This is an optimization exercise on Yosys and OpenROAD, whose aim is small area, not a production implementation.
RTL that was checked went through simulation tests only; none was proved equivalent to the original.
Power figures rest on the tool's default switching activity, not on a simulated workload.

// pong
module pong
(
	input             clk,
	input             rst,
	input      [3:0]  sw,
	input      [3:0]  btn,
	output     [2:0]  led,
	output            hs,
	output            vs,
	output     [7:0]  rgb,
	output     [6:0]  seg,
	output     [3:0]  an
);
For scale: roughly 680 cells after synthesis, roughly 110 flip-flops, about 34 I/O pins.
==> flow/config.mk <==
export PLATFORM = sky130hd
export DESIGN_NAME = pong
export DESIGN_NICKNAME = pong
export VERILOG_FILES = /design/flow/design.v
export SDC_FILE = /design/flow/constraint.sdc
export NUM_CORES = 4
export LEC_CHECK = 0
export CAP_MARGIN = 20
export CORE_MARGIN = 2
export CORE_UTILIZATION = 40
export CTS_BUF_LIST = sky130_fd_sc_hd__clkbuf_8
export SLEW_MARGIN = 20
==> flow/constraint.sdc <==
create_clock -name core_clock -period 10.0 [get_ports {clk}]
set_input_delay 2.0000 -clock core_clock [delete_from_list [all_inputs] [get_ports {clk}]]
set_output_delay 2.0000 -clock core_clock [all_outputs]
set_load 0.01 [all_outputs]
standard.sh (not shown) runs the stock make flow with config.mk's settings and CLKGATE_MAP_FILE= SYNTH_SCRIPT=/design/flow/synth_recipe.tcl, a recipe that flattens the netlist after the stock synthesis.
==> flow/flow/run.sh <==
#!/bin/bash
# The standard layout, with the port buffers made of the smallest buffer
# cell and the buffers that synthesis (ABC) inserted removed at floorplan.
set -euo pipefail
bash standard.sh "BUFFER_PORTS_ARGS=-buffer_cell sky130_fd_sc_hd__buf_1" "REMOVE_ABC_BUFFERS=1" finish > standard.log 2>&1
==> next run, changes <==
--- a/flow/design.v
+++ b/flow/design.v
@@ -119,26 +119,25 @@
 reg  [9:0] bh;           
 reg  [8:0] bv;           
 reg        hdir;         
 reg        vdir;         
 reg  [3:0] spd;
 reg        cw, cp, ovl;
 always @(posedge clk) spd <= sw;
 wire       h_r0 = hdir ? f_lt(bh, 10'd46) : ~f_lt(bh, 10'd591);
 wire       h_r1 = hdir ? (~f_lt(bh, 10'd46) & f_lt(bh, 10'd61)) : (~f_lt(bh, 10'd576) & f_lt(bh, 10'd591));
 wire [3:0] h_lo = hdir ? f_add(bh[3:0], 4'd2, 1'b0) : f_sub(4'd14, bh[3:0]);
 wire       v_r0 = vdir ? f_lt(bv, 9'd76) : ~f_lt(bv, 9'd401);
 wire [3:0] v_lo = vdir ? f_add(bv[3:0], 4'd4, 1'b0) : f_sub(4'd0, bv[3:0]);
-reg        wl;
-wire       hf = hdir ? wl : cw;
+wire       hf = h_r0 & f_cmp(h_lo, spd, ~hdir);
 wire       vf = v_r0 & f_cmp(v_lo, spd, ~vdir);
 wire       mh = ft & ~cp & ~hf;
 wire       mv = ft & ~cp & ~vf;
 wire [9:0] oh = {{6{mh & hdir}}, {4{mh}} & (spd ^ {4{hdir}})};
 wire [8:0] ov = {{5{mv & vdir}}, {4{mv}} & (spd ^ {4{vdir}})};
 wire [9:0] bh_n = f_add(bh, oh, mh & hdir);
 wire [8:0] bv_n = f_add(bv, ov, mv & vdir);
 wire       hdir_n = hdir ^ (ft & (cp | hf));
 always @(posedge clk) begin
 	if (rst) begin
 		bh <= 10'd310;
 		bv <= 9'd230;
@@ -170,25 +169,24 @@
 wire       bsel = (P[9:4] == 6'd0) & ~ft1;
 wire [6:0] ks = (ft1 ? ~hdir : P[9]) ? rk : lk;
 wire [8:0] k5 = f_add({ks, 2'b00}, ks, 1'b0);
 wire [8:0] pa = bsel ? bv : k5;
 wire [8:0] ra = ft1 ? bv : V[8:0];
 wire [9:0] dd = f_sub(ra, pa);
 wire       d_pad = ~dd[9] & ~f_lt(dd, 10'd65) & f_lt(dd, 10'd86);        
 reg        brow;
 always @(posedge clk) if (bsel) brow <= (dd[9:3] == 7'd0) & f_lt(dd[2:0], 3'd5);
 wire       w_lt = f_lt(h_lo, sw);
 wire       wall = h_r0 & f_cmp(h_lo, sw, 1'b1);
 wire       padh = h_r0 | (h_r1 & w_lt);
-always @(posedge clk) wl <= h_r0 & w_lt;
 wire       ovl_new = ~dd[9] & ~f_lt(dd, 10'd61) & f_lt(dd, 10'd86);     
 wire       ovl_now = ft1 ? ovl_new : ovl;
 always @(posedge clk) begin
 	if (rst) begin
 		cw <= 1'b0;
 		cp <= 1'b0;
 		ovl <= 1'b1;
 	end else begin
 		cw <= wall;
 		if (!wall) cp <= padh & ovl_now;
 		if (ft1) ovl <= ovl_new;
 	end
Clock skew hardly moves.
Clock power shrinks by about 5%.
Total power decreases by 1.8%.
Critical path depth is lower by 1.
Worst hold slack is better by 0.0043 ns.
Setup slack gets worse by 0.99 ns.
Count of clock-buffer cells in the layout drops by 2.
Utilization is lower by 0.65 points.
Design area went up by 1.4%.
Via count increases by 4.4%.
Only the layout flow was run in the second run of this note; the RTL was not checked for function there.

==> what the ideal ports hide <==
No port has a modelled driver above. Below, the same layouts with a new extraction and two added sets of constraints.
Step 1, drivers: a clkbuf_16 drives clk and a buf_2 each remaining input, both assumed.
Step 2 moves the port delays by t, midway between the first and last clock arrival at a register: inputs arrive t later, outputs are due t later. That takes back most of the time a late clock gives input paths.
Slacks: no drivers / after step 1 / after step 2; pairs: no drivers / after step 1.
run | t (ns) | setup slack, ns | worst data-port slew with drivers (ns)
the first run | 0.419 | 2.026 / 1.984 / 2.403 | 0.03
the second run | 0.425 | 1.040 / 1.003 / 1.428 | 0.03
After both steps setup and hold are still met in every run listed.
